This design comes from an exercise in tuning for small area and a short achievable clock period on the open sky130 flow, not from production work.
Where RTL was checked, it was by simulation tests only, not by an equivalence proof against the original.

==> flow/design.v (excerpt) <==
module intt4point(
    input clk, rst,
    input [15:0] in0, in1, in2, in3,
    output [15:0] out0, out1, out2, out3
);
  wire s1 = in0[0] ^ in2[0];
  wire c2 = in0[0] & in2[0];
  wire s3 = in0[1] ^ in2[1] ^ c2;
  wire c4 = (in0[1] & in2[1]) | (in0[1] & c2) | (in2[1] & c2);
  wire s5 = in0[2] ^ in2[2] ^ c4;
  wire c6 = (in0[2] & in2[2]) | (in0[2] & c4) | (in2[2] & c4);
  wire s7 = in0[3] ^ in2[3] ^ c6;
  wire c8 = (in0[3] & in2[3]) | (in0[3] & c6) | (in2[3] & c6);
  wire s9 = in0[4] ^ in2[4] ^ c8;
  wire c10 = (in0[4] & in2[4]) | (in0[4] & c8) | (in2[4] & c8);
  wire s11 = in0[5] ^ in2[5] ^ c10;
  wire c12 = (in0[5] & in2[5]) | (in0[5] & c10) | (in2[5] & c10);
  wire s13 = in0[6] ^ in2[6] ^ c12;
  wire c14 = (in0[6] & in2[6]) | (in0[6] & c12) | (in2[6] & c12);
  wire s15 = in0[7] ^ in2[7] ^ c14;
  wire c16 = (in0[7] & in2[7]) | (in0[7] & c14) | (in2[7] & c14);
  wire s17 = in0[8] ^ in2[8] ^ c16;
  wire c18 = (in0[8] & in2[8]) | (in0[8] & c16) | (in2[8] & c16);
  wire s19 = in0[9] ^ in2[9] ^ c18;
  wire c20 = (in0[9] & in2[9]) | (in0[9] & c18) | (in2[9] & c18);
  wire s21 = in0[10] ^ in2[10] ^ c20;
  wire c22 = (in0[10] & in2[10]) | (in0[10] & c20) | (in2[10] & c20);
  wire s23 = in0[11] ^ in2[11] ^ c22;
  wire c24 = (in0[11] & in2[11]) | (in0[11] & c22) | (in2[11] & c22);
  wire s25 = in0[12] ^ in2[12] ^ c24;
  wire c26 = (in0[12] & in2[12]) | (in0[12] & c24) | (in2[12] & c24);
  wire s27 = in1[0] ^ in3[0];
  wire c28 = in1[0] & in3[0];
  wire s29 = in1[1] ^ in3[1] ^ c28;
  wire c30 = (in1[1] & in3[1]) | (in1[1] & c28) | (in3[1] & c28);
  wire s31 = in1[2] ^ in3[2] ^ c30;
  wire c32 = (in1[2] & in3[2]) | (in1[2] & c30) | (in3[2] & c30);
  wire s33 = in1[3] ^ in3[3] ^ c32;
  wire c34 = (in1[3] & in3[3]) | (in1[3] & c32) | (in3[3] & c32);
  wire s35 = in1[4] ^ in3[4] ^ c34;
  wire c36 = (in1[4] & in3[4]) | (in1[4] & c34) | (in3[4] & c34);
  wire s37 = in1[5] ^ in3[5] ^ c36;
  wire c38 = (in1[5] & in3[5]) | (in1[5] & c36) | (in3[5] & c36);
  wire s39 = in1[6] ^ in3[6] ^ c38;
  wire c40 = (in1[6] & in3[6]) | (in1[6] & c38) | (in3[6] & c38);
  ...
Size: roughly 960 cells after synthesis, roughly 130 I/O pins, ~0.012 mm^2 of cells after synthesis.
==> flow/config.mk <==
export PLATFORM = sky130hd
export DESIGN_NAME = intt4point
export DESIGN_NICKNAME = intt4point
export VERILOG_FILES = /design/flow/design.v
export SDC_FILE = /design/flow/constraint.sdc
export NUM_CORES = 4
export LEC_CHECK = 0
export CAP_MARGIN = 20
export CORE_MARGIN = 2
export CORE_UTILIZATION = 75
export CTS_BUF_LIST = sky130_fd_sc_hd__clkbuf_8
export SLEW_MARGIN = 60
==> flow/constraint.sdc <==
create_clock -name core_clock -period 95.0 [get_ports {clk}]
set_input_delay 19.0000 -clock core_clock [delete_from_list [all_inputs] [get_ports {clk}]]
set_output_delay 19.0000 -clock core_clock [all_outputs]
set_load 0.01 [all_outputs]
standard.sh (not shown) runs the stock make flow with config.mk's settings and CLKGATE_MAP_FILE= SYNTH_SCRIPT=/design/flow/synth_recipe.tcl, a recipe that flattens the netlist after the stock synthesis.
==> flow/flow/run.sh <==
#!/bin/bash
# Standard ORFS layout, with one extra step between synthesis and floorplan:
# flow/fixinv.py removes inverters between full adders by flipping the
# polarity of self-dual full-adder cells (registers and ports untouched)
# and gives the latest-arriving input of each full adder its fastest pin.
# Port buffers are plain sky130 buf_1 cells instead of the delay buffer that
# buffer_ports picks by default; every input and output still gets its buffer.
set -euo pipefail
export BUFFER_PORTS_ARGS="-buffer_cell sky130_fd_sc_hd__buf_1"
cd "$(dirname "$0")/.."
R=orfs/results/${FLOW_PLATFORM:-sky130hd}/intt4point/base
bash standard.sh synth > synth.log 2>&1
cp $R/1_2_yosys.v 1_2_yosys.orig.v
python3 flow/fixinv.py 1_2_yosys.orig.v $R/1_2_yosys.v > fixinv.log 2>&1
rm -f $R/1_synth.odb $R/1_synth.sdc
bash standard.sh > layout.log 2>&1
Other scripts of this flow, unchanged in this note and not shown: flow/flow/fixinv.py
The starting point completed with no timing, DRC or antenna violations.
Rerun with:
--- a/flow/design.v
+++ b/flow/design.v
@@ -270,15 +270,13 @@
   wire c257 = (s228 & 1'b0) | (s228 & c255) | (1'b0 & c255);
   wire s258 = s231 ^ 1'b0 ^ c257;
   wire c259 = (s231 & 1'b0) | (s231 & c257) | (1'b0 & c257);
   wire s260 = s233 ^ 1'b0 ^ c259;
   wire c261 = (s233 & 1'b0) | (s233 & c259) | (1'b0 & c259);
   wire [13:0] v0 = {c261, s260, s258, s256, s254, s252, s250, s248, s246, s244, s242, s240, s238, s236};
-  wire v0ge = v0[13] | (&v0[12:9] & |v0[8:0]);
-  wire [12:0] v0s = v0[12:0] - 13'd7681;
-  wire [14:0] v0m = {~v0ge, 1'b0, v0s};
+  wire [14:0] v0m = {1'b0, v0} - 15'd7681;
   wire [12:0] z0 = v0m[14] ? v0[12:0] : v0m[12:0];
   wire n262 = ~ra[2];
   wire s263 = ra[0] ^ n262 ^ ra[5];
   wire c264 = (ra[0] & n262) | (ra[0] & ra[5]) | (n262 & ra[5]);
   wire s265 = ra[7] ^ ra[11] ^ rb[0];
   wire c266 = (ra[7] & ra[11]) | (ra[7] & rb[0]) | (ra[11] & rb[0]);
@@ -645,15 +643,13 @@
   wire s627 = p577 ^ g600;
   wire s628 = p578 ^ g614;
   wire s629 = p579 ^ g606;
   wire s630 = p580 ^ g616;
   wire s631 = p581 ^ g602;
   wire [13:0] v1 = {g618, s631, s630, s629, s628, s627, s626, s625, s624, s623, s622, s621, s620, p569};
-  wire v1ge = v1[13] | (&v1[12:9] & |v1[8:0]);
-  wire [12:0] v1s = v1[12:0] - 13'd7681;
-  wire [14:0] v1m = {~v1ge, 1'b0, v1s};
+  wire [14:0] v1m = {1'b0, v1} - 15'd7681;
   wire [12:0] z1 = v1m[14] ? v1[12:0] : v1m[12:0];
   wire n632 = ~rd[1];
   wire s633 = n632 ^ rd[3] ^ rd[6];
   wire c634 = (n632 & rd[3]) | (n632 & rd[6]) | (rd[3] & rd[6]);
   wire n635 = ~rd[10];
   wire s636 = n635 ^ rd[12] ^ s633;
@@ -883,15 +879,13 @@
   wire s860 = p810 ^ g833;
   wire s861 = p811 ^ g847;
   wire s862 = p812 ^ g839;
   wire s863 = p813 ^ g849;
   wire s864 = p814 ^ g835;
   wire [13:0] v2 = {g851, s864, s863, s862, s861, s860, s859, s858, s857, s856, s855, s854, s853, p802};
-  wire v2ge = v2[13] | (&v2[12:9] & |v2[8:0]);
-  wire [12:0] v2s = v2[12:0] - 13'd7681;
-  wire [14:0] v2m = {~v2ge, 1'b0, v2s};
+  wire [14:0] v2m = {1'b0, v2} - 15'd7681;
   wire [12:0] z2 = v2m[14] ? v2[12:0] : v2m[12:0];
   wire s865 = ra[0] ^ ra[2] ^ ra[3];
   wire c866 = (ra[0] & ra[2]) | (ra[0] & ra[3]) | (ra[2] & ra[3]);
   wire n867 = ~ra[4];
   wire s868 = n867 ^ ra[13] ^ rb[0];
   wire c869 = (n867 & ra[13]) | (n867 & rb[0]) | (ra[13] & rb[0]);
@@ -1252,15 +1246,13 @@
   wire s1224 = p1174 ^ g1197;
   wire s1225 = p1175 ^ g1211;
   wire s1226 = p1176 ^ g1203;
   wire s1227 = p1177 ^ g1213;
   wire s1228 = p1178 ^ g1199;
   wire [13:0] v3 = {g1215, s1228, s1227, s1226, s1225, s1224, s1223, s1222, s1221, s1220, s1219, s1218, s1217, p1166};
-  wire v3ge = v3[13] | (&v3[12:9] & |v3[8:0]);
-  wire [12:0] v3s = v3[12:0] - 13'd7681;
-  wire [14:0] v3m = {~v3ge, 1'b0, v3s};
+  wire [14:0] v3m = {1'b0, v3} - 15'd7681;
   wire [12:0] z3 = v3m[14] ? v3[12:0] : v3m[12:0];
   always @(posedge clk) begin
     if (rst) begin
       ra <= 14'd0;
       rb <= 14'd0;
       rs <= 15'd0;
- synthesized cell count is lower by 0.83%
- die area barely changes
- worst setup slack improved by 0.0084 ns
- sequential cell count stays the same
- routed wire length climbs by 0.80%
- via count is lower by 0.90%
No functional check of the RTL was part of the first run of this note.

## afterwards: timing with drivers on the ports
In the flow no input, the clock included, has a driving cell. The finished layouts below were timed again as built, in two steps.
Step 1 assumes that a clkbuf_16 drives the clock port and a buf_2 every other input.
Step 2, shift: input delay + t, output delay - t, t = (earliest + latest rising clock arrival at the registers) / 2. This alone moves slack from input paths to output paths.
Three values: ideal, step 1, step 2; two values: the first two.
run | shift t [ns] | setup slack, ns | latest minus earliest clock arrival (ns)
the first run | 0.379 | 67.848 / 67.815 / 68.194 | 0.008 / 0.008
the second run | 0.373 | 67.856 / 67.827 / 68.200 | 0.008 / 0.008
After both steps setup and hold are still met in every run listed.
